Context: an optimization exercise on an open-source flow, tuned for small area. The choices shown serve that exercise and are no tape-out recipe.
At most, simulation tests tie the RTL to the original design; equivalence was not proved.
The RTL of runs 5 to 7 was laid out without a check of its function.
Power figures rest on the tool's default switching activity, not on a simulated workload.

`design/flow/run.sh`:
```
#!/bin/bash
# synth_recipe.tcl (not shown) runs the flow's synth.tcl, then flattens the netlist and writes it again
# the make line also repeats each setting of config.mk as NAME=value (left out here)
make -C /OpenROAD-flow-scripts/flow DESIGN_CONFIG=/design/flow/config.mk WORK_HOME=/design/flow/orfs CLKGATE_MAP_FILE= SYNTH_SCRIPT=/design/flow/synth_recipe.tcl finish
```
`design/flow/config.mk`:
```
export PLATFORM = sky130hd
export DESIGN_NAME = top
export DESIGN_NICKNAME = top
export VERILOG_FILES = /design/flow/design.v
export SDC_FILE = /design/flow/constraint.sdc
export NUM_CORES = 4
export LEC_CHECK = 0
export CAP_MARGIN = 20
export CORE_MARGIN = 2
export CORE_UTILIZATION = 40
export SLEW_MARGIN = 20
```
`design/flow/constraint.sdc`:
```
create_clock -name core_clock -period 14.0 [get_ports {clk}]
set_input_delay 2.8000 -clock core_clock [delete_from_list [all_inputs] [get_ports {clk}]]
set_output_delay 2.8000 -clock core_clock [all_outputs]
set_load 0.01 [all_outputs]
```
`design/flow/design.v`:
```
module spi_slave_interface (
    input  logic        clk,
    input  logic        rst,
    input  logic        sclk,
    input  logic        cs_n,
    input  logic        mosi,
    output logic        miso,
    output logic        wr_en,
    output logic        rd_pending,
    output logic        addr_valid,    
    output logic [31:0] frame,
    input  logic [15:0] rd_data
);
    localparam logic [1:0] IDLE = 2'd0, SHIFT_IN = 2'd1, SHIFT_OUT = 2'd2;
    logic [1:0]  state;
    logic [5:0]  bit_count;
    logic [31:0] shift_reg;
    logic [15:0] read_buffer;
    logic [1:0]  sclk_sync;
    wire sclk_rising  = (sclk_sync == 2'b01);
    wire sclk_falling = (sclk_sync == 2'b10);
    wire in_shift     = (state == SHIFT_IN);
    wire in_out       = (state == SHIFT_OUT);
    wire decode       = in_shift && bit_count[5];
    assign frame = shift_reg;
    assign addr_valid = in_shift && (bit_count == 6'd16);
    always_ff @(posedge clk or posedge rst) begin
        if (rst) begin
            sclk_sync     <= 2'b00;
            state         <= IDLE;
            bit_count     <= 6'd0;
            shift_reg[31] <= 1'b0;
            wr_en         <= 1'b0;
            rd_pending    <= 1'b0;
            read_buffer   <= 16'd0;
            miso          <= 1'b0;
        end else begin
            sclk_sync <= {sclk_sync[0], sclk};
            case (state)
                IDLE:      if (!cs_n) state <= SHIFT_IN;
                SHIFT_IN:  if (bit_count[5]) state <= SHIFT_OUT;
                SHIFT_OUT: if (cs_n) state <= IDLE;
                default:   state <= IDLE;
            endcase
            if (cs_n || !in_shift)
                bit_count <= 6'd0;
            else if (sclk_rising)
                bit_count <= bit_count + 6'd1;
            if (cs_n)
                shift_reg[31] <= 1'b0;
            else if (in_shift && sclk_rising)
                shift_reg[31] <= shift_reg[30];
            wr_en      <= decode && !shift_reg[31];
            rd_pending <= decode && shift_reg[31];
            if (rd_pending)
                read_buffer <= rd_data;
            else if (in_out && sclk_falling)
                read_buffer <= {read_buffer[14:0], 1'b0};
            miso <= in_out && shift_reg[31] && read_buffer[15];
        end
    end
    always_ff @(posedge clk) begin
        if (!cs_n && in_shift && sclk_rising)
            shift_reg[30:0] <= {shift_reg[29:0], mosi};
    end
endmodule
module parameter_register_file (
    input  logic        clk,
    input  logic        rst,
    input  logic        wr_en,
    input  logic        rd_pending,
    input  logic        addr_valid,
    input  logic [31:0] frame,
    output logic [15:0] rd_data,
    output logic [15:0] threshold,
    output logic [15:0] leak,
    output logic [15:0] reset_potential,
    output logic [15:0] refractory_cycles,
    output logic [2:0][15:0] weight_sum
);
    logic [14:0] a;
    assign a = frame[14:0];
    logic       sel_par, sel_w;
    logic [1:0] sel_i, sel_j;        
    always_ff @(posedge clk)
        if (addr_valid) begin
            sel_par <= (a[14:2] == 13'd0);
            sel_w   <= (a[14:4] == 11'h100) && (a[3:0] < 4'd12);
            sel_i   <= (a[3:0] < 4'd3) ? 2'd0 : (a[3:0] < 4'd6) ? 2'd1 : (a[3:0] < 4'd9) ? 2'd2 : 2'd3;
            sel_j   <= (a[14:2] == 13'd0) ? a[1:0] :
                       (a[3:0] == 4'd0 || a[3:0] == 4'd3 || a[3:0] == 4'd6 || a[3:0] == 4'd9) ? 2'd0 :
                       (a[3:0] == 4'd1 || a[3:0] == 4'd4 || a[3:0] == 4'd7 || a[3:0] == 4'd10) ? 2'd1 : 2'd2;
        end
    wire [15:0] wr_data = frame[15:0];
    always_ff @(posedge clk or posedge rst) begin
        if (rst) begin
            threshold         <= 16'd1000;
            leak              <= 16'd10;
            reset_potential   <= 16'd0;
            refractory_cycles <= 16'd10;
        end else if (wr_en && sel_par) begin
            case (sel_j)
                2'd0: threshold         <= wr_data;
                2'd1: leak              <= wr_data;
                2'd2: reset_potential   <= wr_data;
                2'd3: refractory_cycles <= wr_data;
            endcase
        end
    end
    logic [11:0][15:0] ring;
    logic [1:0] pi, pj;
    logic clearing, pending;
    logic [15:0] hold;
    wire at_sel = (pi == sel_i) && (pj == sel_j);
    wire put = pending && at_sel;
    always_ff @(posedge clk) begin
        for (int k = 0; k < 11; k++) ring[k] <= ring[k+1];
        ring[11] <= clearing ? 16'd0 : put ? hold : ring[0];
        if (wr_en && sel_w)
            hold <= wr_data;
        else if (!pending && at_sel)
            hold <= ring[0];
    end
    always_ff @(posedge clk or posedge rst) begin
        if (rst) begin
            pi <= 2'd0;
            pj <= 2'd0;
            clearing <= 1'b1;
            pending <= 1'b0;
        end else begin
            if (pj == 2'd2) begin
                pj <= 2'd0;
                pi <= pi + 2'd1;
                if (pi == 2'd3) clearing <= 1'b0;
            end else begin
                pj <= pj + 2'd1;
            end
            if (wr_en && sel_w)
                pending <= 1'b1;
            else if (put)
                pending <= 1'b0;
        end
    end
    wire [15:0] wsum_sel = weight_sum[sel_j];
    wire [15:0] wsum_new = wsum_sel + wr_data - hold;
    always_ff @(posedge clk or posedge rst) begin
        if (rst)
            weight_sum <= '0;
        else if (wr_en && sel_w)
            weight_sum[sel_j] <= wsum_new;
    end
    always_comb begin
        rd_data = 16'd0;
        if (sel_w)
            rd_data = hold;
        else if (sel_par)
            case (sel_j)
                2'd0: rd_data = threshold;
                2'd1: rd_data = leak;
                2'd2: rd_data = reset_potential;
                2'd3: rd_data = refractory_cycles;
            endcase
    end
endmodule
module lif_neuron (
    input  logic        clk,
    input  logic        rst,
    input  logic [15:0] input_current,
    input  logic [15:0] nleak,         
    input  logic [15:0] threshold,
    input  logic        tmin,          
    input  logic [15:0] reset_potential,
    input  logic [16:0] refractory_load,
    output logic        spike
);
    logic [15:0] p;
    logic [16:0] count;
    wire inr = |count;
    wire [15:0] s = p ^ input_current ^ nleak;
    wire [16:0] k = {(p & input_current) | (p & nleak) | (input_current & nleak), 1'b0};
    wire [16:0] se = {s[15], s};
    logic [17:0] c;
    logic [16:0] v;
    logic [17:0] g;
    wire [16:0] nt = {threshold[15], ~threshold};
    always_comb begin
        c[0] = 1'b1;
        g[0] = 1'b1;
        for (int b = 0; b < 17; b++) begin
            v[b] = se[b] ^ k[b] ^ c[b];
            c[b+1] = (se[b] & k[b]) | (se[b] & c[b]) | (k[b] & c[b]);
        end
        for (int b = 0; b < 17; b++) begin
            logic vb;
            vb = (b == 16) ? ~v[16] : v[b];
            g[b+1] = (vb & nt[b]) | (vb & g[b]) | (nt[b] & g[b]);
        end
    end
    wire under = v[16] & ~v[15];
    wire over  = ~v[16] & v[15];
    wire fire = g[17] | (under & tmin);
    wire [15:0] np = (under | over) ? {v[16], {15{~v[16]}}} : v[15:0];
    always_ff @(posedge clk or posedge rst) begin
        if (rst) begin
            p     <= 16'd0;
            count <= 17'd0;
            spike <= 1'b0;
        end else begin
            spike <= !inr && fire;
            if (!inr)
                p <= fire ? reset_potential : np;
            count <= ({17{!inr && fire}} & refractory_load) | (count - {16'd0, inr});
        end
    end
endmodule
module fully_connected_neural_network (
    input  logic        clk,
    input  logic        rst,
    input  logic [15:0] input_current,
    input  logic [15:0] threshold,
    input  logic [15:0] leak,
    input  logic [15:0] reset_potential,
    input  logic [15:0] refractory_cycles,
    input  logic [2:0][15:0] weight_sum,
    output logic [2:0]  spikes_layer_2
);
    logic s1;
    logic [2:0] s2;
    wire [16:0] rload = {refractory_cycles == 16'd0, refractory_cycles};
    wire [15:0] nleak = ~leak;
    wire        tmin  = (threshold == 16'h8000);
    lif_neuron n1 (
        .clk(clk), .rst(rst), .input_current(input_current),
        .threshold(threshold), .tmin(tmin), .nleak(nleak), .reset_potential(reset_potential),
        .refractory_load(rload), .spike(s1)
    );
    genvar j;
    generate
        for (j = 0; j < 3; j++) begin : l2
            lif_neuron n2 (
                .clk(clk), .rst(rst), .input_current(weight_sum[j] & {16{s1}}),
                .threshold(threshold), .tmin(tmin), .nleak(nleak), .reset_potential(reset_potential),
                .refractory_load(rload), .spike(s2[j])
            );
        end
    endgenerate
    always_ff @(posedge clk or posedge rst)
        if (rst) spikes_layer_2 <= 3'b0;
        else     spikes_layer_2 <= s2;
endmodule
module top (
    input  logic clk,
    input  logic rst,
    input  logic sclk,
    input  logic cs_n,
    input  logic mosi,
    output logic miso,
    input  logic signed [15:0] input_current,
    output logic [2:0] spikes
);
    logic wr_en, rd_pending, addr_valid;
    logic [31:0] frame;
    logic [15:0] rd_data, threshold, leak, reset_potential, refractory_cycles;
    logic [2:0][15:0] weight_sum;
    spi_slave_interface spi_inst (
        .clk(clk), .rst(rst), .sclk(sclk), .cs_n(cs_n), .mosi(mosi), .miso(miso),
        .wr_en(wr_en), .rd_pending(rd_pending), .addr_valid(addr_valid),
        .frame(frame), .rd_data(rd_data)
    );
    parameter_register_file reg_file (
        .clk(clk), .rst(rst), .wr_en(wr_en), .rd_pending(rd_pending),
        .addr_valid(addr_valid), .frame(frame), .rd_data(rd_data),
        .threshold(threshold), .leak(leak), .reset_potential(reset_potential),
        .refractory_cycles(refractory_cycles), .weight_sum(weight_sum)
    );
    fully_connected_neural_network nn_inst (
        .clk(clk), .rst(rst), .input_current(input_current), .threshold(threshold),
        .leak(leak), .reset_potential(reset_potential), .refractory_cycles(refractory_cycles),
        .weight_sum(weight_sum), .spikes_layer_2(spikes)
    );
endmodule
```
==> results of run 1 <==
layer usage:
| metal | global-route usage (%) | vias to the layer above |
|---|---|---|
| met4 | 7.16 | 0 |
| li1 | - | 7915 |
| met2 | 33.3 | 542 |
| met5 | 0 | - |
| met3 | 3.27 | 111 |
| met1 | 29.3 | 8748 |
cells by family after synthesis:
kind of cell / count (synthesis) / share of synthesized area (%)
xor+xnor: 90 / 3.16
fa+ha+maj: 176 / 13.0
flops: 532 / 50.6
simple gates: 550 / 10.4
mux: 60 / 2.47
buf+inv: 403 / 6.17
compound gates: 532 / 14.3
stage by stage:
stage	hold WS [ns]	setup WS [ns]	util [%]	power, W	cell area [um^2]
3_3_place_gp	0.310	1.29	42.3	0.00165	26100
6_report	0.323	1.98	45.4	0.00311	28000
3_5_place_dp	0.312	1.19	42.3	0.00165	26100
5_1_grt	0.328	1.63	45.4	0.00322	28000
2_1_floorplan	0.310	2.75	-	0.00163	25000
4_1_cts	0.324	1.81	45.3	0.00315	28000
placed cells by master, fill, tap and decap left out, types with 16 or more instances in the layout:
cell             instances
nor3_1                  25
a22o_1                  38
nand2b_1                29
a221oi_2                20
nor2b_1                 30
fa_1                   139
dfxtp_1                192
buf_4                   22
o211ai_1                27
mux2i_1                 48
nand2_1                234
dfrtp_1                276
nor2_1                 131
xor2_1                  29
a222oi_1                18
clkbuf_16               55
a21oi_1                111
o21ai_0                190
xnor2_1                 61
ha_1                    35
nor4_1                  22
inv_1                  300
nand3_1                 17
clkdlybuf4s50_1         24
a221oi_1                16
edfxtp_1                53
a22oi_1                 18
a211oi_1                24
worst paths after layout:
| kind | from | to | cells past startpoint |
|---|---|---|---|
| setup / recovery | input_current[0] | nn_inst.n1.p[12] | 24 |
| min in group asynchronous | rst | reg_file.weight_sum[4] | 2 |
| hold / removal | reg_file.ring[56] | reg_file.ring[40] | 0 |
| max in group asynchronous | rst | nn_inst.l2[0].n2.count[4] | 4 |
| setup reg to reg | reg_file.leak[1] | nn_inst.n1.p[12] | 24 |
| hold reg to reg | reg_file.ring[56] | reg_file.ring[40] | 0 |
power breakdown:
part | total (W) | switching [W] | leakage [nW] | internal (W)
Combinational | 0.0000695 | 0.0000486 | 5.22 | 0.0000209
Clock | 0.00149 | 0.000612 | 0.903 | 0.000874
Sequential | 0.00156 | 0.00000258 | 5.66 | 0.00155
Total | 0.00311 | 0.000664 | 11.8 | 0.00245
worst max-delay path, delay by kind of cell:
kind	cells	cell delay (ns)
adders and majority gates	17	7.61
buffers and inverters	4	0.66
AOI/OAI and AO/OA	2	0.44
and+or+nand+nor	1	0.99
layout make-up:
class	instances	area (um^2)	share of cell area, %
clock buffers	79	1580	5.63
clock inverters	21	268	0.956
flip-flops and latches	532	12600	45.1
inverters	307	1160	4.14
well taps	837	1050	3.74
multi-input cells	1408	10900	38.8
repair buffers	50	475	1.70
==> results.sh, run 1 <==
export IMPL_status="complete, no violations"
export IMPL_routed_wl_met2_um=30500
export IMPL_wl_per_cell_um=20.4
export IMPL_worst_setup_path_end_kind="flip-flop"
export IMPL_nets=2548
export IMPL_ys_top_cells_by_count="inv_1 (301), dfrtp_1 (276), nand2_1 (234)"
export IMPL_grt_pass1_vias=17800
export IMPL_cp_data_required_time_ns=14.49
export IMPL_clkTransAtPathRegs_ns=0.06
export IMPL_cts_tree="done"
export IMPL_core_area_um2=61700
export IMPL_cp_cell_sequence="clkdlybuf4s50_1, inv_1, fa_1, fa_1, inv_1, fa_1, fa_1, fa_1, fa_1, fa_1, fa_1, fa_1, fa_1, fa_1, fa_1, fa_1, fa_1, inv_1, fa_1, fa_1, ha_1, nor2_1, a21oi_1, o311ai_0"
export IMPL_slowest_stage="nor2_1"
export IMPL_grt_remaining_overflow=0
export IMPL_synth_async_reset_ratio_pct=53.9
export IMPL_syn_area_um2=25000
export IMPL_synthCells=2343
export IMPL_rows=91
export IMPL_crit_type="input port to flip-flop"
export IMPL_p_per_area_nw_per_um2=111
export IMPL_slew_headroom_pct=21.0
export IMPL_routabilityCongestion=0.904
export IMPL_synth_fp_nets=2538
export IMPL_grt_pass1_wl_um=103000
export IMPL_finalHoldViolations=0
export IMPL_period_share_pct=85.8
export IMPL_ys_ff_latch=532
export IMPL_ys_warn_count=4
export IMPL_io_pins=25
export IMPL_synthTopCellsByArea="dfrtp_1 (28%), dfxtp_1 (15%), fa_1 (11%), edfxtp_1 (6.4%), inv_1 (4.5%)"
export IMPL_cp_arrival_ns=12.50
export IMPL_min_path_type="flip-flop to flip-flop"
export IMPL_post_cts_buffers=0
export IMPL_crit_top_cell="fa_1"
export IMPL_leakagePower_nw=11.8
export IMPL_start_util_pct=40.5
export IMPL_drt_iter0_drc=1508
export IMPL_dieArea_um2=64400
export IMPL_dp_hpwl_um=47900
export IMPL_drv_slew=0
export IMPL_synthFlopType="dfrtp_1"
export IMPL_cts_sinks=532
export IMPL_clk_latency_ns=0.62
export IMPL_die_w_um=254
export IMPL_drcViolationCount=0
export IMPL_top_layer="met4"
export IMPL_portBuffers=24
export IMPL_clock_skew_ns=0.0159
export IMPL_drtPass1Iterations=6
export IMPL_num_vias=17300
export IMPL_diodes=0
export IMPL_ys_seq_area_share_pct=50.6
export IMPL_wl_met3_um=3950
export IMPL_die_y_um=254
export IMPL_largestRegisters="reg_file.ring: 192 flops, nn_inst.l2.n2.count: 51 flops"
export IMPL_grt_max_degree=80
export IMPL_rsz0062_at_grt="no"
export IMPL_slowest_delay_ns=0.99
export IMPL_post_cts_resized=0
export IMPL_postCtsHoldBufs=0
export IMPL_syn2layout_area_growth_pct=12.2
export IMPL_routed_wl_um=66000
export IMPL_setup_viol=0
export IMPL_worstSetupStartpointType="input port"
export IMPL_final_antenna_net_count=0
export IMPL_tightest_slew_ns=1.18
export IMPL_crit_fanout=16
export IMPL_clock_fmax_mhz=83.2
export IMPL_cap_violations=0
export IMPL_period_needed_ns=12.02
export IMPL_synth_cell_types=74
export IMPL_place_inst=3133
export IMPL_setup_tns_ns=0
export IMPL_drive_gt1_share_pct=7.88
export IMPL_yosysTopAreaCellShare_pct=27.7
export IMPL_numCtsBuffers=54
export IMPL_fillers=5747
export IMPL_cts_root_buf="clkbuf_16"
export IMPL_m1WireLength_um=29700
export IMPL_grt_util_all_layers_pct=21.0
export IMPL_ff2ff_setup_slack_ns=3.99
export IMPL_cts_buffer_depth=3
export IMPL_peakVddDrop_mv=0.102
export IMPL_finalNonFillerCells=3234
export IMPL_regMostFlops="reg_file.ring"
export IMPL_routed_via_density=5.35
export IMPL_yosysMostFrequentCell="inv_1"
export IMPL_antenna_found_initial=1
export IMPL_htree_levels=2
export IMPL_synth_edff_count=53
export IMPL_avgSynthCellArea_um2=10.7
export IMPL_largest_register_ff_count=192
export IMPL_synth_area_leader_cell="dfrtp_1"
==> run 2, diff against run 1 <==
--- a/design/flow/config.mk
+++ b/design/flow/config.mk
@@ -10,2 +10,4 @@
 export CORE_UTILIZATION = 40
+export CTS_BUF_LIST = sky130_fd_sc_hd__clkbuf_4
+export CTS_CLUSTER_SIZE = 20
 export SLEW_MARGIN = 20
==> run 2 against run 1 <==
Net effect:
- sequential cell count unchanged
- wire length grew 1.7%
- clock-buffer cell count is 127 higher
- fmax increased by 3.6%
- critical path depth is the same
- clock skew grew 0.053 ns
- die area unchanged
- largest power group unchanged
==> results.sh, run 2 <==
export IMPL_routed_wl_met2_um=30800
export IMPL_hold_path_startpoint="reg_file.ring[16]"
export IMPL_start_util_pct=40.5
export IMPL_worst_setup_path_end_kind="flip-flop"
export IMPL_portBuffers=24
export IMPL_largestRegisters="reg_file.ring: 192 flops, nn_inst.l2.n2.count: 51 flops"
export IMPL_setup_viol=0
export IMPL_yosysMostFrequentCell="inv_1"
export IMPL_cap_violations=0
export IMPL_drive_gt1_share_pct=12.9
export IMPL_worstSetupStartpointType="input port"
export IMPL_min_path_type="flip-flop to flip-flop"
export IMPL_nets=2633
export IMPL_cts_tree="done"
export IMPL_reg2reg_from="reg_file.leak[1]"
export IMPL_drcViolationCount=0
export IMPL_synthTopCellsByArea="dfrtp_1 (28%), dfxtp_1 (15%), fa_1 (11%), edfxtp_1 (6.4%), inv_1 (4.5%)"
export IMPL_peakVddDrop_mv=0.0826
export IMPL_regMostFlops="reg_file.ring"
export IMPL_status="complete, no violations"
export IMPL_routed_wl_um=67100
export IMPL_clk_latency_ns=0.99
export IMPL_whs_ns=0.283
export IMPL_dieArea_um2=64400
export IMPL_final_antenna_net_count=0
export IMPL_syn2layout_area_growth_pct=12.0
export IMPL_post_cts_buffers=0
export IMPL_ys_ff_latch=532
export IMPL_drt_iter0_drc=1526
export IMPL_startpoint="input_current[0]"
export IMPL_num_vias=17900
export IMPL_largest_register_ff_count=192
export IMPL_final_util_pct=45.3
export IMPL_ys_top_cells_by_count="inv_1 (301), dfrtp_1 (276), nand2_1 (234)"
export IMPL_rsz0062_at_grt="no"
export IMPL_yosysTopAreaCellShare_pct=27.7
export IMPL_clock_fmax_mhz=86.2
export IMPL_drv_slew=0
export IMPL_grt_util_all_layers_pct=21.6
export IMPL_ys_warn_count=4
export IMPL_cts_root_buf="clkbuf_4"
export IMPL_grt_pass1_wl_um=105000
export IMPL_slew_headroom_pct=25.8
export IMPL_finalHoldViolations=0
export IMPL_period_needed_ns=11.60
export IMPL_ys_seq_area_share_pct=50.6
export IMPL_period_share_pct=82.9
export IMPL_cts_sinks=532
export IMPL_m1WireLength_um=29800
export IMPL_postCtsHoldBufs=0
export IMPL_synth_edff_count=53
export IMPL_leakagePower_nw=11.9
export IMPL_tightest_slew_ns=1.11
export IMPL_synthFlopType="dfrtp_1"
export IMPL_wl_met3_um=4520
export IMPL_die_w_um=254
export IMPL_drtPass1Iterations=6
export IMPL_cp_data_required_time_ns=14.82
export IMPL_core_area_um2=61700
export IMPL_routabilityCongestion=0.904
export IMPL_crit_fanout=16
export IMPL_antenna_found_initial=3
export IMPL_grt_max_degree=80
export IMPL_die_y_um=254
export IMPL_grt_remaining_overflow=0
export IMPL_synthCells=2343
export IMPL_synth_fp_nets=2538
export IMPL_cts_buffer_depth=3
export IMPL_fillers=5876
export IMPL_grt_pass1_vias=18500
export IMPL_cp_arrival_ns=12.43
export IMPL_io_pins=25
export IMPL_numCtsBuffers=140
export IMPL_routed_via_density=5.29
export IMPL_htree_levels=4
export IMPL_syn_area_um2=25000
export IMPL_layout_commonest_cell="inv_1"
export IMPL_synth_cell_types=74
export IMPL_clock_skew_ns=0.0689
export IMPL_synth_async_reset_ratio_pct=53.9
export IMPL_top_layer="met4"
export IMPL_layout_common_cells="inv_1 (300), dfrtp_1 (276), nand2_1 (234), clkbuf_4 (206), dfxtp_1 (192)"
export IMPL_rows=91
export IMPL_p_per_area_nw_per_um2=107
export IMPL_setup_tns_ns=0
export IMPL_post_cts_resized=0
export IMPL_wl_per_cell_um=19.8
export IMPL_clkTransAtPathRegs_ns=0.06
export IMPL_synth_area_leader_cell="dfrtp_1"
export IMPL_avgSynthCellArea_um2=10.7
export IMPL_crit_type="input port to flip-flop"
export IMPL_ff2ff_setup_slack_ns=4.10
export IMPL_dp_hpwl_um=47900
==> run 2: final timing paths <==
check	to	depth (start not counted)
setup / recovery	nn_inst.n1.p[13]	24
min in group asynchronous	reg_file.weight_sum[19]	2
hold reg to reg	reg_file.ring[0]	0
max in group asynchronous	nn_inst.n1.count[11]	4
setup reg to reg	nn_inst.n1.p[13]	24
hold / removal	reg_file.ring[0]	0
==> run 2: worst max-delay path, stage by stage <==
cell and delay (ns):
clkdlybuf4s50_1 0.46, inv_1 0.05, fa_1 0.61, fa_1 0.19, inv_1 0.06, fa_1 0.44
fa_1 0.47, fa_1 0.48, fa_1 0.47, fa_1 0.47, fa_1 0.46, fa_1 0.48
fa_1 0.46, fa_1 0.49, fa_1 0.47, fa_1 0.47, fa_1 0.42, inv_1 0.09
fa_1 0.20, fa_1 0.45, ha_1 0.56, nor2_1 0.94, a21oi_1 0.07, o311ai_0 0.33
==> run 2: area by class of cell <==
cell class,count,area [um^2],area share [%]
repair buffers,49,455,1.63
clock inverters,46,258,0.922
clock buffers,206,1550,5.53
diodes,5,12.5,0.0447
flip-flops and latches,532,12600,45.2
multi-input cells,1408,10900,38.8
well taps,837,1050,3.74
inverters,307,1160,4.15
==> run 2: cells by family after synthesis <==
kind of cell | Yosys count | synth area share (%)
adders and majority gates | 176 | 13.0
DFF | 532 | 50.6
AOI/OAI and AO/OA | 532 | 14.3
xor gates and xnor gates | 90 | 3.16
muxes | 60 | 2.47
buffers and inverters | 403 | 6.17
and+or+nand+nor | 550 | 10.4
==> run 2: through the flow <==
step           setup slack, ns  cells  power [W]  instance area (um^2)
4_1_cts                   2.24   3385    0.00304                 27900
6_report                  2.40   3390    0.00300                 28000
3_5_place_dp              1.19   3133    0.00165                 26100
5_1_grt                   2.01   3390    0.00314                 28000
2_1_floorplan             2.75   2343    0.00163                 25000
3_3_place_gp              1.29   3130    0.00165                 26100
==> run 2: where the power goes <==
part           leakage [nW]  internal (W)  switching (W)
Sequential             5.66       0.00155     0.00000256
Combinational          5.21     0.0000203      0.0000483
Clock                  1.06      0.000702       0.000670
Total                  11.9       0.00227       0.000721
==> run 2: layer usage <==
layer  global-route usage [%]  up-vias
met2                     33.4      673
met5                        0        -
li1                         -     8175
met1                     29.1     8941
met3                     4.75      130
met4                     9.51        0
==> run 3, diff against run 2 <==
--- a/design/flow/config.mk
+++ b/design/flow/config.mk
@@ -9,5 +9,5 @@
 export CORE_MARGIN = 2
-export CORE_UTILIZATION = 40
-export CTS_BUF_LIST = sky130_fd_sc_hd__clkbuf_4
-export CTS_CLUSTER_SIZE = 20
+export CORE_UTILIZATION = 65
+export CTS_BUF_LIST = sky130_fd_sc_hd__clkbuf_2 sky130_fd_sc_hd__clkbuf_4 sky130_fd_sc_hd__clkbuf_8
+export CTS_CLUSTER_SIZE = 30
 export SLEW_MARGIN = 20
==> run 3 against run 2 <==
Net effect:
- wire length shrank 0.84%
- final cell count down 13%
- still clean on timing, DRC and antenna
- global-route usage increased by 13 points
- largest power group unchanged
- register-to-register slack got worse by 0.02 ns
- sequential share of layout area up 0.80 points
- clock power increased by 3%
- sequential cell count stayed put
==> results.sh, run 3 <==
export IMPL_synthFlopType="dfrtp_1"
export IMPL_yosysTopAreaCellShare_pct=27.7
export IMPL_cts_tree="done"
export IMPL_htree_levels=3
export IMPL_ff2ff_setup_slack_ns=4.08
export IMPL_synth_top_family_by_area="compound AO/OA/AOI/OAI gates"
export IMPL_routed_via_density=6.06
export IMPL_hold_path_startpoint="reg_file.ring[41]"
export IMPL_start_util_pct=66.1
export IMPL_synthCells=2343
export IMPL_synth_cell_types=74
export IMPL_synthTopCellsByArea="dfrtp_1 (28%), dfxtp_1 (15%), fa_1 (11%), edfxtp_1 (6.4%), inv_1 (4.5%)"
export IMPL_wl_per_cell_um=22.6
export IMPL_clkTransAtPathRegs_ns=0.07
export IMPL_dieArea_um2=40000
export IMPL_synthMuxAreaShare_pct=2.47
export IMPL_drt_iter0_drc=1675
export IMPL_period_share_pct=84.3
export IMPL_post_cts_buffers=0
export IMPL_post_cts_resized=0
export IMPL_final_antenna_net_count=0
export IMPL_drv_slew=0
export IMPL_wl_met3_um=5880
export IMPL_clock_skew_ns=0.0553
export IMPL_tightest_slew_ns=1.16
export IMPL_synth_fp_nets=2538
export IMPL_io_pins=25
export IMPL_rsz0062_at_grt="no"
export IMPL_routed_wl_met2_um=29800
export IMPL_antenna_found_initial=0
export IMPL_r2r_end="nn_inst.n1.count[16]"
export IMPL_period_needed_ns=11.81
export IMPL_nets=2572
export IMPL_synth_compound_area_share_pct=14.3
export IMPL_clk_latency_ns=0.67
export IMPL_routabilityCongestion=0.952
export IMPL_finalHoldViolations=0
export IMPL_place_area_um2=25700
export IMPL_syn_area_um2=25000
export IMPL_crit_fanout=18
export IMPL_routed_wl_um=66500
export IMPL_finalNonFillerCells=2950
export IMPL_cp_arrival_ns=12.29
export IMPL_crit_type="input port to flip-flop"
export IMPL_ys_ff_latch=532
export IMPL_drive_gt1_share_pct=10.0
export IMPL_cp_data_required_time_ns=14.49
export IMPL_synth_edff_count=53
export IMPL_drtPass1Iterations=8
export IMPL_cts_buffer_depth=3
export IMPL_dp_hpwl_um=47100
export IMPL_synthAdderAreaFrac_pct=13.0
export IMPL_ys_warn_count=4
export IMPL_largestRegisters="reg_file.ring: 192 flops, nn_inst.l2.n2.count: 51 flops"
export IMPL_drcViolationCount=0
export IMPL_min_path_type="flip-flop to flip-flop"
export IMPL_syn2layout_area_growth_pct=10.1
export IMPL_yosysMostFrequentCell="inv_1"
export IMPL_clock_fmax_mhz=84.7
export IMPL_diodes=0
export IMPL_fillers=2696
export IMPL_worst_setup_path_end_kind="flip-flop"
export IMPL_synth_async_reset_ratio_pct=53.9
export IMPL_top_layer="met4"
export IMPL_peakVddDrop_mv=0.161
export IMPL_place_inst=2803
export IMPL_crit_end="nn_inst.n1.count[16]"
export IMPL_m1WireLength_um=28000
export IMPL_numCtsBuffers=83
export IMPL_portBuffers=24
export IMPL_synth_area_leader_cell="dfrtp_1"
export IMPL_core_area_um2=37800
export IMPL_reg2reg_from="reg_file.leak[1]"
export IMPL_synth_xor_area_share_pct=3.16
export IMPL_postCtsHoldBufs=0
export IMPL_rows=71
export IMPL_worstSetupStartpointType="input port"
export IMPL_die_y_um=200
export IMPL_cap_violations=0
export IMPL_cts_root_buf="clkbuf_8"
export IMPL_largest_register_ff_count=192
export IMPL_leakagePower_nw=11.8
export IMPL_layout_commonest_cell="inv_1"
export IMPL_grt_pass1_vias=17600
export IMPL_avgSynthCellArea_um2=10.7
export IMPL_grt_remaining_overflow=0
export IMPL_ys_seq_area_share_pct=50.6
export IMPL_regMostFlops="reg_file.ring"
export IMPL_setup_tns_ns=0
export IMPL_die_w_um=200
export IMPL_grt_pass1_wl_um=102000
export IMPL_yosys_area_share_simple_pct=10.4
export IMPL_final_area_um2=27500
export IMPL_cts_sinks=532
export IMPL_status="complete, no violations"
export IMPL_layout_common_cells="inv_1 (300), dfrtp_1 (276), nand2_1 (234), dfxtp_1 (192), o21ai_0 (190)"
export IMPL_grt_max_degree=143
export IMPL_startpoint="input_current[0]"
export IMPL_rr_worst_depth=27
export IMPL_p_per_area_nw_per_um2=110
export IMPL_num_vias=17900
export IMPL_setup_viol=0
export IMPL_slew_headroom_pct=22.2
export IMPL_grt_util_all_layers_pct=34.7
export IMPL_ys_top_cells_by_count="inv_1 (301), dfrtp_1 (276), nand2_1 (234)"
## run 3: logic make-up (layout without fill, tap and decap cells)
| group | after synthesis | count (layout) |
|---|---|---|
| AOI/OAI and AO/OA | 532 | 532 |
| xor gates and xnor gates | 90 | 90 |
| adders and majority gates | 176 | 176 |
| buffers and inverters | 403 | 499 |
| DFF | 532 | 532 |
| muxes | 60 | 60 |
| and+or+nand+nor | 550 | 550 |
## run 3: final cells by class
cell class	count	area (um^2)	share of cell area, %
Clock inverter	15	143	0.519
Inverter	307	1160	4.22
Timing Repair Buffer	45	402	1.46
Clock buffer	132	1660	6.04
Tap cell	511	639	2.33
Multi-Input combinational cell	1408	10900	39.5
Sequential cell	532	12600	46.0
## run 3: metal layers
layer,GRT usage (%),vias up
met3,7.16,152
met4,15.7,0
met5,0,-
li1,-,7982
met2,52.4,827
met1,48.8,8903
## run 3: worst min path at each step
| stage | depth (start not counted) | slack [ns] | to |
|---|---|---|---|
| final | 0 | 0.30 | reg_file.ring[25] |
| after floorplan | 0 | 0.31 | reg_file.ring[0] |
| after detailed placement | 0 | 0.31 | reg_file.ring[168] |
| after global routing | 0 | 0.31 | reg_file.ring[48] |
| after CTS | 0 | 0.30 | reg_file.ring[25] |
| after global placement | 0 | 0.31 | reg_file.ring[8] |
## run 3: critical path, cell delays in order
cell,delay [ns]
clkdlybuf4s50_1,0.45
inv_1,0.05
fa_1,0.61
fa_1,0.20
inv_1,0.05
fa_1,0.44
fa_1,0.47
fa_1,0.46
fa_1,0.46
fa_1,0.46
fa_1,0.47
fa_1,0.46
fa_1,0.46
fa_1,0.46
fa_1,0.46
fa_1,0.46
fa_1,0.42
inv_1,0.09
fa_1,0.22
nor2_1,0.08
a221o_1,0.29
a211o_1,0.27
o32a_1,0.34
a21o_1,0.16
buf_4,0.20
o21ai_1,0.80
o21ai_0,0.21
## run 3: where the power goes
part | total, W | switching [W] | internal (W)
Combinational | 0.0000689 | 0.0000484 | 0.0000204
Sequential | 0.00156 | 0.00000270 | 0.00155
Clock | 0.00141 | 0.000617 | 0.000791
Total | 0.00303 | 0.000668 | 0.00236
## run 3: per-stage QoR
stage               hold slack [ns]  utilization [%]  power (W)  setup slack, ns
global route                  0.306             72.8    0.00312             1.65
finish                        0.299             72.8    0.00303             2.19
floorplan                     0.310                -    0.00163             2.75
detailed placement            0.312             68.0    0.00165             1.41
global placement              0.311             67.9    0.00165             1.54
CTS                           0.300             72.8    0.00305             2.14
==> run 4, diff against run 3 <==
--- a/design/flow/config.mk
+++ b/design/flow/config.mk
@@ -10,4 +10,5 @@
 export CORE_UTILIZATION = 65
-export CTS_BUF_LIST = sky130_fd_sc_hd__clkbuf_2 sky130_fd_sc_hd__clkbuf_4 sky130_fd_sc_hd__clkbuf_8
-export CTS_CLUSTER_SIZE = 30
+export CTS_BUF_LIST = sky130_fd_sc_hd__clkbuf_16
+export CTS_CLUSTER_DIAMETER = 120
+export CTS_CLUSTER_SIZE = 25
 export SLEW_MARGIN = 20
==> run 4 against run 3 <==
Net effect:
- highest routed layer unchanged
- still clean on timing, DRC and antenna
- critical path type unchanged
- register-to-register slack about the same
- total power shrank 19%
- clock skew down 0.025 ns
- sequential power barely moved
- die area unchanged
==> results.sh, run 4 <==
export IMPL_status="complete, no violations"
export IMPL_slew_headroom_pct=24.5
export IMPL_leakagePower_nw=11.3
export IMPL_routed_via_density=6.12
export IMPL_clock_fmax_mhz=84.5
export IMPL_avgSynthCellArea_um2=10.7
export IMPL_num_vias=17400
export IMPL_clk_latency_ns=0.61
export IMPL_crit_family="adder cells"
export IMPL_startpoint="input_current[0]"
export IMPL_rsz0062_at_grt="no"
export IMPL_min_path_type="flip-flop to flip-flop"
export IMPL_grt_max_degree=143
export IMPL_syn2layout_area_growth_pct=5.80
export IMPL_drtPass1Iterations=9
export IMPL_worst_setup_path_end_kind="flip-flop"
export IMPL_ys_warn_count=4
export IMPL_nets=2515
export IMPL_syn_area_um2=25000
export IMPL_power_frac_comb_pct=2.8
export IMPL_die_y_um=200
export IMPL_synth_edff_count=53
export IMPL_yosysTopAreaCellShare_pct=27.7
export IMPL_swShare_pct=22.1
export IMPL_peakVddDrop_mv=0.129
export IMPL_post_cts_buffers=0
export IMPL_period_needed_ns=11.84
export IMPL_cp_arrival_ns=12.28
export IMPL_diodes=0
export IMPL_yosysMostFrequentCell="inv_1"
export IMPL_grt_util_all_layers_pct=33.8
export IMPL_synth_async_reset_ratio_pct=53.9
export IMPL_seqPwrFrac_pct=63.6
export IMPL_synth_area_leader_cell="dfrtp_1"
export IMPL_synth_compound_area_share_pct=14.3
export IMPL_slowest_delay_ns=0.79
export IMPL_drv_slew=0
export IMPL_largestRegisters="reg_file.ring: 192 flops, nn_inst.l2.n2.count: 51 flops"
export IMPL_synthMuxAreaShare_pct=2.47
export IMPL_cp_data_required_time_ns=14.44
export IMPL_cap_violations=0
export IMPL_synth_cell_types=74
export IMPL_io_pins=25
export IMPL_numCtsBuffers=25
export IMPL_rows=71
export IMPL_clock_skew_ns=0.0300
export IMPL_htree_levels=1
export IMPL_cts_root_buf="clkbuf_16"
export IMPL_dieArea_um2=40000
export IMPL_synthTopCellsByArea="dfrtp_1 (28%), dfxtp_1 (15%), fa_1 (11%), edfxtp_1 (6.4%), inv_1 (4.5%)"
export IMPL_synthFlopType="dfrtp_1"
export IMPL_setup_tns_ns=0
export IMPL_routabilityCongestion=0.952
export IMPL_final_antenna_net_count=0
export IMPL_synthCells=2343
export IMPL_largest_register_ff_count=192
export IMPL_routed_wl_um=65500
export IMPL_grt_remaining_overflow=0
export IMPL_p_per_area_nw_per_um2=92.5
export IMPL_crit_buf_inv=5
export IMPL_yosys_area_share_simple_pct=10.4
export IMPL_grt_pass1_wl_um=99900
export IMPL_drcViolationCount=0
export IMPL_ys_top_cells_by_count="inv_1 (301), dfrtp_1 (276), nand2_1 (234)"
export IMPL_dp_hpwl_um=47100
export IMPL_cts_buffer_depth=3
export IMPL_cts_sinks=532
export IMPL_period_share_pct=84.6
export IMPL_drive_gt1_share_pct=5.39
export IMPL_antenna_found_initial=0
export IMPL_ys_ff_latch=532
export IMPL_crit_type="input port to flip-flop"
export IMPL_die_w_um=200
export IMPL_drt_iter0_drc=1675
export IMPL_final_util_pct=70.0
export IMPL_wl_per_cell_um=23.0
export IMPL_whs_ns=0.316
export IMPL_postCtsHoldBufs=0
export IMPL_layout_commonest_cell="inv_1"
export IMPL_core_area_um2=37800
export IMPL_switching_power_w=0.000540
export IMPL_synth_fp_nets=2538
export IMPL_internal_power_w=0.00190
export IMPL_synth_xor_area_share_pct=3.16
export IMPL_portBuffers=24
export IMPL_setup_viol=0
export IMPL_reg2reg_from="reg_file.leak[1]"
export IMPL_crit_top_cell="fa_1"
export IMPL_post_cts_resized=0
export IMPL_regMostFlops="reg_file.ring"
export IMPL_clkTransAtPathRegs_ns=0.10
export IMPL_layout_common_cells="inv_1 (317), dfrtp_1 (276), nand2_1 (234), dfxtp_1 (192), o21ai_0 (190)"
export IMPL_start_util_pct=66.1
export IMPL_cts_tree="done"
export IMPL_finalHoldViolations=0
export IMPL_grt_pass1_vias=17100
export IMPL_synthAdderAreaFrac_pct=13.0
export IMPL_slowest_stage="o21ai_1"
export IMPL_hold_path_startpoint="reg_file.ring[28]"
export IMPL_synth_top_family_by_area="compound AO/OA/AOI/OAI gates"
export IMPL_ys_seq_area_share_pct=50.6
export IMPL_tightest_slew_ns=1.12
export IMPL_clkPwrFrac_pct=33.6
export IMPL_crit_fanout=18
export IMPL_worstSetupStartpointType="input port"
-- run 4: final timing paths --
kind                            slack [ns]                      end  depth (start not counted)
worst max-delay path                  2.16      nn_inst.n1.count[8]                         27
min in group asynchronous             2.82        spi_inst.state[0]                          2
worst min register to register        0.32        reg_file.ring[12]                          0
max in group asynchronous             8.80  reg_file.weight_sum[32]                          4
worst max register to register        4.07      nn_inst.n1.count[8]                         27
worst min-delay path                  0.32        reg_file.ring[12]                          0
-- run 4: layout make-up --
cell class	count	area, um^2
Fill cell	2800	11300
Timing Repair Buffer	46	417
Clock inverter	20	92.6
Inverter	307	1160
Sequential cell	532	12600
Tap cell	511	639
Multi-Input combinational cell	1408	10900
Clock buffer	25	626
-- run 4: cells by family after synthesis --
| logic type | count (synthesis) |
|---|---|
| buf+inv | 403 |
| mux | 60 |
| compound gates | 532 |
| fa+ha+maj | 176 |
| flops | 532 |
| xor+xnor | 90 |
| simple gates | 550 |
-- run 4: worst register-to-register path, cell delays in order, from the launching register on --
cell and delay (ns):
dfstp_2 0.76, inv_1 0.13, fa_1 0.47, inv_1 0.08, fa_1 0.16, inv_1 0.05
fa_1 0.44, fa_1 0.46, fa_1 0.46, fa_1 0.46, fa_1 0.46, fa_1 0.47
fa_1 0.46, fa_1 0.46, fa_1 0.46, fa_1 0.46, fa_1 0.46, fa_1 0.42
inv_1 0.09, fa_1 0.22, nor2_1 0.08, a221o_1 0.30, a211o_1 0.27, o32a_1 0.34
a21o_1 0.16, buf_4 0.19, o21ai_1 0.79, o21ai_0 0.21
-- run 4: routing by layer --
metal | part of all wire (%) | global-route usage (%) | wire length [um]
met4 | 4.1 | 12.9 | 2680
met1 | 42 | 48.2 | 27500
met3 | 8.8 | 6.15 | 5780
met2 | 45 | 52.3 | 29500
met5 | 0 | 0 | 0
-- run 4: power groups by stage --
stage	Sequential [W]	Clock (W)	Combinational, W
floorplan	0.00158	0	0.0000445
global placement	0.00159	0	0.0000674
detailed placement	0.00159	0	0.0000692
CTS	0.00155	0.000831	0.0000697
global route	0.00155	0.000886	0.0000772
finish	0.00155	0.000821	0.0000689
-- run 4: per-stage QoR --
| stage | setup WS [ns] | area [um^2] | power [W] | instances |
|---|---|---|---|---|
| 6_report | 2.16 | 26400 | 0.00244 | 2849 |
| 5_1_grt | 1.61 | 26400 | 0.00252 | 2849 |
| 4_1_cts | 2.08 | 26400 | 0.00245 | 2848 |
| 3_5_place_dp | 1.41 | 25700 | 0.00165 | 2803 |
| 3_3_place_gp | 1.54 | 25700 | 0.00165 | 2802 |
| 2_1_floorplan | 2.75 | 25000 | 0.00163 | 2343 |
==> run 5, diff against run 4 <==
--- a/design/flow/design.v
+++ b/design/flow/design.v
@@ -10,3 +10,3 @@
     output logic        addr_valid,    
-    output logic [31:0] frame,
+    output logic [15:0] frame,
     input  logic [15:0] rd_data
@@ -16,3 +16,4 @@
     logic [5:0]  bit_count;
-    logic [31:0] shift_reg;
+    logic [15:0] shift_reg;
+    logic        rw;           
     logic [15:0] read_buffer;
@@ -31,3 +32,3 @@
             bit_count     <= 6'd0;
-            shift_reg[31] <= 1'b0;
+            rw          <= 1'b0;
             wr_en         <= 1'b0;
@@ -49,7 +50,7 @@
             if (cs_n)
-                shift_reg[31] <= 1'b0;
-            else if (in_shift && sclk_rising)
-                shift_reg[31] <= shift_reg[30];
-            wr_en      <= decode && !shift_reg[31];
-            rd_pending <= decode && shift_reg[31];
+                rw <= 1'b0;
+            else if (addr_valid)
+                rw <= shift_reg[15];
+            wr_en      <= decode && !rw;
+            rd_pending <= decode && rw;
             if (rd_pending)
@@ -58,3 +59,3 @@
                 read_buffer <= {read_buffer[14:0], 1'b0};
-            miso <= in_out && shift_reg[31] && read_buffer[15];
+            miso <= in_out && rw && read_buffer[15];
         end
@@ -63,3 +64,3 @@
         if (!cs_n && in_shift && sclk_rising)
-            shift_reg[30:0] <= {shift_reg[29:0], mosi};
+            shift_reg <= {shift_reg[14:0], mosi};
     end
@@ -72,3 +73,3 @@
     input  logic        addr_valid,
-    input  logic [31:0] frame,
+    input  logic [15:0] frame,
     output logic [15:0] rd_data,
@@ -261,3 +262,3 @@
     logic wr_en, rd_pending, addr_valid;
-    logic [31:0] frame;
+    logic [15:0] frame;
     logic [15:0] rd_data, threshold, leak, reset_potential, refractory_cycles;
==> design/flow/flow/run.sh (new file) <==
#!/bin/bash
# Own flow: the standard ORFS flow, except that synthesis maps the
# combinational logic with an area-oriented ABC script (flow/abc_area.script
# in place of ORFS's abc_speed.script). Synthesis itself is the standard one
# (synth_recipe.tcl: -nofsm -noshare, flattened, renamed), so the registers,
# their names and cell types are unchanged; every step after synthesis is
# standard.sh's own.
set -euo pipefail
W=$(pwd)

# a copy of ORFS's scripts with the ABC script swapped
rm -rf "$W/scripts_area"
mkdir -p "$W/scripts_area"
cp -r "$FLOW_HOME/scripts/." "$W/scripts_area/"
cp "$W/flow/abc_area.script" "$W/scripts_area/abc_speed.script"

# synthesis (make reads SCRIPTS_DIR from the environment)
SCRIPTS_DIR="$W/scripts_area" bash "$W/standard.sh" synth > "$W/synth.log" 2>&1

# floorplan to final layout, the standard way, from that netlist
bash "$W/standard.sh" finish > "$W/layout.log" 2>&1

test -f "$W/out/final.def"
==> design/flow/flow/abc_area.script (new file) <==
&get -n
&st
&syn2
&dch -f
&nf -p -a -R 1000
&st
&syn2
&dch -f
&nf -p -a -R 1000
&st
&dch -f
&nf -p -a -R 1000
&put
topo
stime -c
==> design/flow/standard.sh (new file) <==
#!/bin/bash
# synth_recipe.tcl (not shown) runs the flow's synth.tcl, then flattens the netlist and writes it again
# the make line also repeats each setting of config.mk as NAME=value (left out here)
make -C /OpenROAD-flow-scripts/flow DESIGN_CONFIG=/design/flow/config.mk WORK_HOME=/design/flow/orfs CLKGATE_MAP_FILE= SYNTH_SCRIPT=/design/flow/synth_recipe.tcl "${@:-finish}"
--- a/design/flow/config.mk
+++ b/design/flow/config.mk
@@ -9,6 +9,3 @@
 export CORE_MARGIN = 2
-export CORE_UTILIZATION = 65
-export CTS_BUF_LIST = sky130_fd_sc_hd__clkbuf_16
-export CTS_CLUSTER_DIAMETER = 120
-export CTS_CLUSTER_SIZE = 25
+export CORE_UTILIZATION = 40
 export SLEW_MARGIN = 20
removed: design/flow/run.sh
==> run 5 against run 4 <==
Net effect:
- still clean on timing, DRC and antenna
- sequential cell count fell by 15
- synthesized cell count fell by 6.5%
- clock skew rose by 0.021 ns
- design area rose by 0.76%
- combinational power rose by 2%
- sequential power fell by 3%
- wire length fell by 3.7%
- via count fell by 3.1%
- critical endpoint is now nn_inst.n1.p[6]
==> results.sh, run 5 <==
export IMPL_slowest_delay_ns=0.62
export IMPL_ys_warn_count=4
export IMPL_synth_fp_nets=2385
export IMPL_crit_top_cell="fa_1"
export IMPL_peakVddDrop_mv=0.0968
export IMPL_postCtsHoldBufs=0
export IMPL_core_area_um2=57600
export IMPL_drive_gt1_share_pct=6.19
export IMPL_power_frac_comb_pct=2.3
export IMPL_cap_violations=0
export IMPL_setup_viol=0
export IMPL_clock_skew_ns=0.0509
export IMPL_slew_headroom_pct=25.3
export IMPL_whs_ns=0.316
export IMPL_cts_buffer_depth=3
export IMPL_avgSynthCellArea_um2=10.6
export IMPL_routed_wl_met2_um=28400
export IMPL_dp_hpwl_um=44700
export IMPL_rows=88
export IMPL_routed_via_density=5.44
export IMPL_p_per_area_nw_per_um2=117
export IMPL_crit_family="adder cells"
export IMPL_place_inst=3005
export IMPL_wl_per_cell_um=20.3
export IMPL_period_share_pct=84.9
export IMPL_worstHoldEndpoint="reg_file.ring[111]"
export IMPL_cp_data_required_time_ns=14.44
export IMPL_nets=2491
export IMPL_htree_levels=2
export IMPL_yosysMostFrequentCell="nand2_1"
export IMPL_drv_slew=0
export IMPL_reg2reg_from="reg_file.leak[1]"
export IMPL_grt_util_all_layers_pct=21.5
export IMPL_worst_setup_path_end_kind="flip-flop"
export IMPL_m1WireLength_um=27800
export IMPL_synth_area_leader_cell="dfrtp_1"
export IMPL_fillers=5339
export IMPL_clock_fmax_mhz=84.1
export IMPL_finalNonFillerCells=3109
export IMPL_leakagePower_nw=10.3
export IMPL_crit_buf_inv=6
export IMPL_finalHoldViolations=0
export IMPL_final_antenna_net_count=0
export IMPL_period_needed_ns=11.89
export IMPL_clkPwrFrac_pct=49.3
export IMPL_start_util_pct=40.3
export IMPL_top_layer="met4"
export IMPL_syn2layout_area_growth_pct=14.6
export IMPL_antenna_found_initial=0
export IMPL_cts_sinks=517
export IMPL_io_pins=25
export IMPL_drtPass1Iterations=5
export IMPL_synthFlopType="dfrtp_1"
export IMPL_worstSetupStartpointType="input port"
export IMPL_num_vias=16900
export IMPL_fin_total_pwr_w=0.00311
export IMPL_r2r_end="nn_inst.n1.p[6]"
export IMPL_synth_cell_types=53
export IMPL_grt_max_degree=79
export IMPL_post_cts_buffers=0
export IMPL_clkTransAtPathRegs_ns=0.06
export IMPL_layout_common_cells="nand2_1 (331), clkinv_1 (282), dfrtp_1 (276), dfxtp_1 (192), o21ai_0 (191)"
export IMPL_syn_area_um2=23200
export IMPL_min_path_type="flip-flop to flip-flop"
export IMPL_die_w_um=245
export IMPL_seqPwrFrac_pct=48.5
export IMPL_ys_top_cells_by_count="nand2_1 (331), clkinv_1 (283), dfrtp_1 (276)"
export IMPL_ys_ff_latch=517
export IMPL_die_y_um=245
export IMPL_dieArea_um2=60000
export IMPL_ff2ff_setup_slack_ns=4.22
export IMPL_drt_iter0_drc=1385
export IMPL_largestRegisters="reg_file.ring: 192 flops, nn_inst.l2.n2.count: 51 flops"
export IMPL_crit_type="input port to flip-flop"
export IMPL_slowest_stage="fa_1"
export IMPL_tightest_slew_ns=1.12
export IMPL_routabilityCongestion=0.900
export IMPL_drcViolationCount=0
export IMPL_synthTopCellsByArea="dfrtp_1 (30%), dfxtp_1 (17%), fa_1 (12%), nand2_1 (5.4%), edfxtp_1 (4.9%)"
export IMPL_cp_arrival_ns=12.33
export IMPL_worst_slack_ns=2.11
export IMPL_internal_power_w=0.00242
export IMPL_cts_root_buf="clkbuf_16"
export IMPL_numCtsBuffers=54
export IMPL_rsz0062_at_grt="no"
export IMPL_grt_pass1_wl_um=99300
export IMPL_synthCells=2190
export IMPL_layout_commonest_cell="nand2_1"
export IMPL_setup_tns_ns=0
export IMPL_wl_met3_um=4370
export IMPL_synth_async_reset_ratio_pct=55.5
export IMPL_cts_tree="done"
export IMPL_routed_wl_um=63000
export IMPL_synth_edff_count=38
export IMPL_largest_register_ff_count=192
export IMPL_ys_seq_area_share_pct=52.5
export IMPL_yosysTopAreaCellShare_pct=29.7
export IMPL_post_cts_resized=0
export IMPL_rr_worst_depth=29
export IMPL_grt_remaining_overflow=0
export IMPL_switching_power_w=0.000686
export IMPL_status="complete, no violations"
export IMPL_hold_path_startpoint="reg_file.ring[127]"
export IMPL_grt_pass1_vias=17400
export IMPL_swShare_pct=22.1
export IMPL_dp_slack_ns=1.41
export IMPL_crit_fanout=20
export IMPL_regMostFlops="reg_file.ring"
export IMPL_clk_latency_ns=0.63
export IMPL_hold_depth=0
export IMPL_portBuffers=24
[run 5: cell types whose count changed after synthesis, sizes merged, moves of 19 or more]
| cell | delta |
|---|---|
| xor2 | -19 |
| a211oi | -19 |
| clkbuf | -83 |
| nor2 | -63 |
| clkinv | +282 |
| o211ai | -22 |
| a21oi | +41 |
| nand2 | +97 |
| inv | -306 |
| o22ai | +67 |
| a221oi | -29 |
| mux2i | -31 |
[run 5: worst max path at each step]
stage,from,endpoint,cells after the start
final,input_current[0],nn_inst.n1.p[6],29
after CTS,input_current[0],nn_inst.n1.count[7],28
after detailed placement,input_current[0],nn_inst.n1.count[7],28
after global routing,input_current[0],nn_inst.n1.p[6],29
after floorplan,input_current[0],nn_inst.n1.p[0],26
after global placement,input_current[0],nn_inst.n1.count[5],28
[run 5: kinds of logic after synthesis]
family	count (synthesis)	share of synthesized area (%)
multiplexers	22	0.975
AO/OA/AOI/OAI	581	15.3
buffers and inverters	283	4.57
flip-flops	517	52.5
AND/OR/NAND/NOR	549	10.4
adder cells (fa/ha/maj)	179	14.1
XOR/XNOR	59	2.23
[run 5: area by class of cell]
type                    instances  area, um^2  area share [%]
flip-flops and latches        517       12200            45.8
clock inverters                29         329            1.24
repair buffers                 50         439            1.65
clock buffers                  73        1620            6.08
inverters                     283        1070            4.02
multi-input cells            1390       10000            37.6
diodes                          2        5.00          0.0188
well taps                     765         957            3.60
[run 5: metrics by stage]
| step | instance area, um^2 | utilization, % |
|---|---|---|
| 2_1_floorplan | 23200 | - |
| 3_3_place_gp | 24700 | 42.8 |
| 3_5_place_dp | 24700 | 42.8 |
| 4_1_cts | 26600 | 46.2 |
| 5_1_grt | 26600 | 46.2 |
| 6_report | 26600 | 46.2 |
[run 5: worst register-to-register path, delay by kind of cell (launching register included)]
| kind | cells | cell delay [ns] |
|---|---|---|
| buffers and inverters | 6 | 0.92 |
| adder cells (fa/ha/maj) | 16 | 6.60 |
| AO/OA/AOI/OAI | 5 | 1.04 |
| XOR/XNOR | 2 | 0.41 |
| flip-flops | 1 | 0.66 |
[run 5: routing by layer]
layer / up-vias / global-route usage, %
met5: - / 0
met4: 0 / 8.64
met3: 121 / 3.56
met2: 592 / 33.9
met1: 8464 / 29.5
li1: 7722 / -
[run 5: power by group through the flow]
stage	Combinational (W)	Sequential [W]	Clock [W]
after global routing	0.0000799	0.00150	0.00163
after CTS	0.0000718	0.00151	0.00156
final	0.0000703	0.00151	0.00153
after global placement	0.0000699	0.00154	0
after detailed placement	0.0000715	0.00154	0
after floorplan	0.0000446	0.00154	0
==> run 6, diff against run 5 <==
--- a/design/flow/config.mk
+++ b/design/flow/config.mk
@@ -9,3 +9,6 @@
 export CORE_MARGIN = 2
-export CORE_UTILIZATION = 40
+export CORE_UTILIZATION = 65
+export CTS_BUF_LIST = sky130_fd_sc_hd__clkbuf_16
+export CTS_CLUSTER_DIAMETER = 120
+export CTS_CLUSTER_SIZE = 25
 export SLEW_MARGIN = 20
==> run 6 against run 5 <==
Net effect:
- critical path type unchanged
- critical path depth decreased by 2
- design area shrank 6.1%
- clock skew fell by 0.030 ns
- final cell count shrank 12%
- global-route usage is 12 points higher
- still clean on timing, DRC and antenna
- core utilization grew 24 points
- die area down 38%
- largest power group is now sequential cells
- setup slack improved by 0.075 ns
- clock power shrank 48%
- hold slack better by 0.0051 ns
- total power fell by 24%
- sequential cell count is the same
==> results.sh, run 6 <==
export IMPL_hold_depth=0
export IMPL_fin_total_pwr_w=0.00236
export IMPL_period_share_pct=84.4
export IMPL_final_antenna_net_count=0
export IMPL_synth_edff_count=38
export IMPL_rows=69
export IMPL_yosysMostFrequentCell="nand2_1"
export IMPL_clock_fmax_mhz=84.6
export IMPL_rr_worst_depth=27
export IMPL_drv_slew=0
export IMPL_met3_usage_pct=5.16
export IMPL_drive_gt1_share_pct=3.24
export IMPL_yosysTopAreaCellShare_pct=29.7
export IMPL_synth_fp_nets=2385
export IMPL_use_met2_pct=53.7
export IMPL_fillers=2626
export IMPL_switching_power_w=0.000515
export IMPL_grt_pass1_wl_um=94400
export IMPL_cp_data_required_time_ns=14.49
export IMPL_p_per_area_nw_per_um2=94.6
export IMPL_drt_iter0_drc=1386
export IMPL_clkTransAtPathRegs_ns=0.11
export IMPL_cts_sinks=517
export IMPL_crit_fanout=16
export IMPL_worst_setup_path_end_kind="flip-flop"
export IMPL_layout_commonest_cell="nand2_1"
export IMPL_power_frac_comb_pct=2.9
export IMPL_synthCells=2190
export IMPL_post_cts_buffers=0
export IMPL_startpoint="input_current[0]"
export IMPL_final_util_pct=70.6
export IMPL_synth_async_reset_ratio_pct=55.5
export IMPL_synthTopCellsByArea="dfrtp_1 (30%), dfxtp_1 (17%), fa_1 (12%), nand2_1 (5.4%), edfxtp_1 (4.9%)"
export IMPL_cts_tree="done"
export IMPL_synth_cell_types=53
export IMPL_ys_ff_latch=517
export IMPL_regMostFlops="reg_file.ring"
export IMPL_routabilityCongestion=0.925
export IMPL_nets=2459
export IMPL_drcViolationCount=0
export IMPL_dp_hpwl_um=42400
export IMPL_num_vias=17000
export IMPL_diodes=0
export IMPL_tightest_slew_ns=1.08
export IMPL_largest_register_ff_count=192
export IMPL_syn2layout_area_growth_pct=7.62
export IMPL_ys_top_cells_by_count="nand2_1 (331), clkinv_1 (283), dfrtp_1 (276)"
export IMPL_min_path_type="flip-flop to flip-flop"
export IMPL_dieArea_um2=37300
export IMPL_start_util_pct=65.6
export IMPL_largestRegisters="reg_file.ring: 192 flops, nn_inst.l2.n2.count: 51 flops"
export IMPL_crit_type="input port to flip-flop"
export IMPL_io_pins=25
export IMPL_ys_warn_count=4
export IMPL_internal_power_w=0.00185
export IMPL_grt_pass1_vias=16800
export IMPL_final_area_um2=25000
export IMPL_finalHoldViolations=0
export IMPL_routed_wl_um=60700
export IMPL_core_area_um2=35400
export IMPL_peakVddDrop_mv=0.132
export IMPL_cts_root_buf="clkbuf_16"
export IMPL_clock_skew_ns=0.0211
export IMPL_leakagePower_nw=9.71
export IMPL_grt_util_met1_pct=46.8
export IMPL_wl_per_cell_um=22.1
export IMPL_dp_slack_ns=1.44
export IMPL_cts_buffer_depth=3
export IMPL_postCtsHoldBufs=0
export IMPL_seqPwrFrac_pct=63.6
export IMPL_synth_area_leader_cell="dfrtp_1"
export IMPL_htree_levels=1
export IMPL_die_w_um=193
export IMPL_cp_arrival_ns=12.30
export IMPL_crit_cells=27
export IMPL_setup_viol=0
export IMPL_avgSynthCellArea_um2=10.6
export IMPL_swShare_pct=21.8
export IMPL_grt_remaining_overflow=0
export IMPL_worst_slack_ns=2.18
export IMPL_routed_via_density=6.19
export IMPL_crit_buf_inv=5
export IMPL_numCtsBuffers=24
export IMPL_place_area_um2=24300
export IMPL_crit_top_cell="fa_1"
export IMPL_setup_tns_ns=0
export IMPL_syn_area_um2=23200
export IMPL_drtPass1Iterations=6
export IMPL_grt_busiest_layer="met2"
export IMPL_period_needed_ns=11.82
export IMPL_slowest_stage="fa_1"
export IMPL_hold_path_startpoint="reg_file.ring[116]"
export IMPL_rsz0062_at_grt="no"
export IMPL_cap_violations=0
export IMPL_layout_common_cells="nand2_1 (330), clkinv_1 (282), dfrtp_1 (276), dfxtp_1 (192), o21ai_0 (191)"
export IMPL_slowest_delay_ns=0.62
export IMPL_antenna_found_initial=2
export IMPL_post_cts_resized=0
export IMPL_clk_latency_ns=0.57
export IMPL_worstSetupStartpointType="input port"
export IMPL_clkPwrFrac_pct=33.5
export IMPL_portBuffers=24
export IMPL_grt_max_degree=168
export IMPL_reg2reg_from="reg_file.leak[1]"
export IMPL_ys_seq_area_share_pct=52.5
export IMPL_status="complete, no violations"
export IMPL_grt_util_all_layers_pct=33.4
export IMPL_synthFlopType="dfrtp_1"
export IMPL_crit_family="adder cells"
export IMPL_die_y_um=193
export IMPL_slew_headroom_pct=27.8
[run 6: cell counts after synthesis]
Identical to the previous run, type by type.
[run 6: kinds of logic after synthesis]
| logic type | synth area share, % |
|---|---|
| multiplexers | 0.975 |
| XOR/XNOR | 2.23 |
| AO/OA/AOI/OAI | 15.3 |
| AND/OR/NAND/NOR | 10.4 |
| flip-flops | 52.5 |
| buffers and inverters | 4.57 |
| adder cells (fa/ha/maj) | 14.1 |
[run 6: per-layer routing]
metal | vias to the layer above | part of all wire (%)
met2 | 718 | 47
met5 | - | 0.041
met3 | 155 | 8.1
met4 | 4 | 3.7
li1 | 7634 | -
met1 | 8456 | 41
[run 6: stage by stage]
stage / cells / hold WS [ns]
floorplan: 2190 / 0.310
global placement: 2697 / 0.311
detailed placement: 2697 / 0.312
CTS: 2740 / 0.321
global route: 2742 / 0.331
finish: 2742 / 0.322
[run 6: area by class of cell]
cell class / count / area [um^2] / share of cell area (%)
Sequential cell: 517 / 12200 / 48.7
Clock buffer: 25 / 626 / 2.50
Multi-Input combinational cell: 1390 / 10000 / 40.1
Tap cell: 461 / 577 / 2.31
Clock inverter: 18 / 72.6 / 0.290
Timing Repair Buffer: 48 / 433 / 1.73
Inverter: 283 / 1070 / 4.28
[run 6: path summary, 6_finish.rpt]
| kind | to | slack [ns] |
|---|---|---|
| worst max-delay path | nn_inst.n1.p[7] | 2.18 |
| worst min-delay path | reg_file.ring[100] | 0.32 |
| worst max register to register | nn_inst.n1.p[7] | 4.29 |
| worst min register to register | reg_file.ring[100] | 0.32 |
| max in group asynchronous | reg_file.weight_sum[40] | 9.77 |
| min in group asynchronous | spi_inst.bit_count[4] | 2.83 |
[run 6: power groups by stage]
stage / Sequential [W] / Combinational [W] / Clock, W
after floorplan: 0.00154 / 0.0000446 / 0
after global placement: 0.00154 / 0.0000674 / 0
after detailed placement: 0.00154 / 0.0000691 / 0
after CTS: 0.00150 / 0.0000697 / 0.000803
after global routing: 0.00150 / 0.0000777 / 0.000855
final: 0.00150 / 0.0000687 / 0.000792
==> run 7, diff against run 6 <==
--- a/design/flow/config.mk
+++ b/design/flow/config.mk
@@ -11,4 +11,4 @@
 export CTS_BUF_LIST = sky130_fd_sc_hd__clkbuf_16
-export CTS_CLUSTER_DIAMETER = 120
-export CTS_CLUSTER_SIZE = 25
+export CTS_CLUSTER_DIAMETER = 100
+export CTS_CLUSTER_SIZE = 20
 export SLEW_MARGIN = 20
==> run 7 against run 6 <==
Net effect:
- area after synthesis did not move
- sequential power barely moved
- wire length rose by 0.41%
- combinational power barely moved
- synthesized cell count did not move
- clock-buffer cell count rose by 4
- largest power group unchanged
==> results.sh, run 7 <==
export IMPL_synthCells=2190
export IMPL_dp_hpwl_um=42400
export IMPL_cts_root_buf="clkbuf_16"
export IMPL_start_util_pct=65.6
export IMPL_finalHoldViolations=0
export IMPL_rows=69
export IMPL_num_vias=16900
export IMPL_synthMuxAreaShare_pct=0.975
export IMPL_grt_util_all_layers_pct=33.6
export IMPL_yosysTopAreaCellShare_pct=29.7
export IMPL_r2r_end="nn_inst.n1.p[7]"
export IMPL_switching_power_w=0.000535
export IMPL_ys_ff_latch=517
export IMPL_synth_compound_area_share_pct=15.3
export IMPL_crit_type="input port to flip-flop"
export IMPL_avgSynthCellArea_um2=10.6
export IMPL_synth_top_family_by_area="compound AO/OA/AOI/OAI gates"
export IMPL_regArea_um2=12200
export IMPL_worst_slack_ns=2.19
export IMPL_seqPwrFrac_pct=61.8
export IMPL_power_frac_comb_pct=2.8
export IMPL_rr_worst_depth=27
export IMPL_clk_latency_ns=0.60
export IMPL_synthTopCellsByArea="dfrtp_1 (30%), dfxtp_1 (17%), fa_1 (12%), nand2_1 (5.4%), edfxtp_1 (4.9%)"
export IMPL_tightest_slew_ns=1.07
export IMPL_largest_register_ff_count=192
export IMPL_routed_via_density=6.16
export IMPL_worst_setup_path_end_kind="flip-flop"
export IMPL_synth_fp_nets=2385
export IMPL_setup_viol=0
export IMPL_worstHoldEndpoint="reg_file.ring[126]"
export IMPL_setup_tns_ns=0
export IMPL_regMostFlops="reg_file.ring"
export IMPL_clock_fmax_mhz=84.7
export IMPL_clkTransAtPathRegs_ns=0.10
export IMPL_leakagePower_nw=9.78
export IMPL_clkPwrFrac_pct=35.4
export IMPL_die_y_um=193
export IMPL_syn_area_um2=23200
export IMPL_fin_total_pwr_w=0.00243
export IMPL_largestRegisters="reg_file.ring: 192 flops, nn_inst.l2.n2.count: 51 flops"
export IMPL_ff2ff_setup_slack_ns=4.26
export IMPL_syn2layout_area_growth_pct=8.14
export IMPL_yosys_area_share_simple_pct=10.4
export IMPL_cap_violations=0
export IMPL_synthAdderAreaFrac_pct=14.1
export IMPL_clock_skew_ns=0.0311
export IMPL_fillers=2614
export IMPL_period_needed_ns=11.81
export IMPL_status="complete, no violations"
export IMPL_drcViolationCount=0
export IMPL_drtPass1Iterations=8
export IMPL_grt_remaining_overflow=0
export IMPL_layout_commonest_cell="nand2_1"
export IMPL_post_cts_resized=0
export IMPL_core_area_um2=35400
export IMPL_synth_cell_types=53
export IMPL_nets=2464
export IMPL_hold_path_startpoint="reg_file.ring[142]"
export IMPL_portBuffers=24
export IMPL_cp_data_required_time_ns=14.50
export IMPL_slew_headroom_pct=28.6
export IMPL_synth_edff_count=38
export IMPL_yosysMostFrequentCell="nand2_1"
export IMPL_synth_area_leader_cell="dfrtp_1"
export IMPL_slowest_stage="fa_1"
export IMPL_dp_slack_ns=1.44
export IMPL_htree_levels=1
export IMPL_dieArea_um2=37300
export IMPL_worstSetupStartpointType="input port"
export IMPL_post_cts_buffers=0
## run 7: cell counts after synthesis
No cell type changed its count.
## run 7: final cells by class
class / count / area share [%]
Multi-Input combinational cell: 1390 / 40.0
Clock buffer: 29 / 2.89
Sequential cell: 517 / 48.5
Clock inverter: 23 / 0.369
Inverter: 283 / 4.26
Timing Repair Buffer: 48 / 1.72
Tap cell: 461 / 2.30
## run 7: worst max path at each step
stage                      from                   to
2_1_floorplan  input_current[0]      nn_inst.n1.p[0]
3_3_place_gp   input_current[0]  nn_inst.n1.count[7]
3_5_place_dp   input_current[0]  nn_inst.n1.count[7]
4_1_cts        input_current[0]  nn_inst.n1.count[7]
5_1_grt        input_current[0]      nn_inst.n1.p[7]
6_report       input_current[0]      nn_inst.n1.p[7]
## run 7: cell families (layout without fill, tap and decap cells)
logic type                 count (synthesis)  in the layout
AOI/OAI and AO/OA                        581            581
xor gates and xnor gates                  59             59
adders and majority gates                179            179
buffers and inverters                    283            383
DFF                                      517            517
muxes                                     22             22
and+or+nand+nor                          549            549
## run 7: layer usage
layer	share of wire, %	vias up	wire length [um]	GRT usage [%]
li1	-	7654	-	-
met1	41	8431	25100	46.9
met2	47	686	28800	54.4
met3	8.0	162	4850	5.48
met4	3.7	4	2250	11.4
met5	0.048	-	29	0
## run 7: power by group through the flow
| stage | combinational (W) | clock, W | sequential [W] |
|---|---|---|---|
| floorplan | 0.0000446 | 0 | 0.00154 |
| global placement | 0.0000674 | 0 | 0.00154 |
| detailed placement | 0.0000691 | 0 | 0.00154 |
| CTS | 0.0000695 | 0.000874 | 0.00150 |
| global route | 0.0000775 | 0.000925 | 0.00150 |
| finish | 0.0000686 | 0.000862 | 0.00150 |
## run 7: critical path, delay by kind of cell
family / cells / cell delay (ns)
AO/OA/AOI/OAI: 3 / 0.82
XOR/XNOR: 2 / 0.39
adder cells (fa/ha/maj): 17 / 7.26
buffers and inverters: 5 / 1.03
## run 7: stage by stage
stage          utilization (%)  area, um^2  std cells
2_1_floorplan                -       23200       2190
3_3_place_gp              68.5       24300       2697
3_5_place_dp              68.5       24300       2697
4_1_cts                   70.9       25100       2749
5_1_grt                   70.9       25100       2751
6_report                  70.9       25100       2751

Check on run 7: ideal ports give 2.193 ns setup slack; a clkbuf_16 on the clock port and buf_2 on the inputs give 2.217 ns; moving port delays by the midpoint clock arrival (0.640 ns) as well gives 1.577 ns.
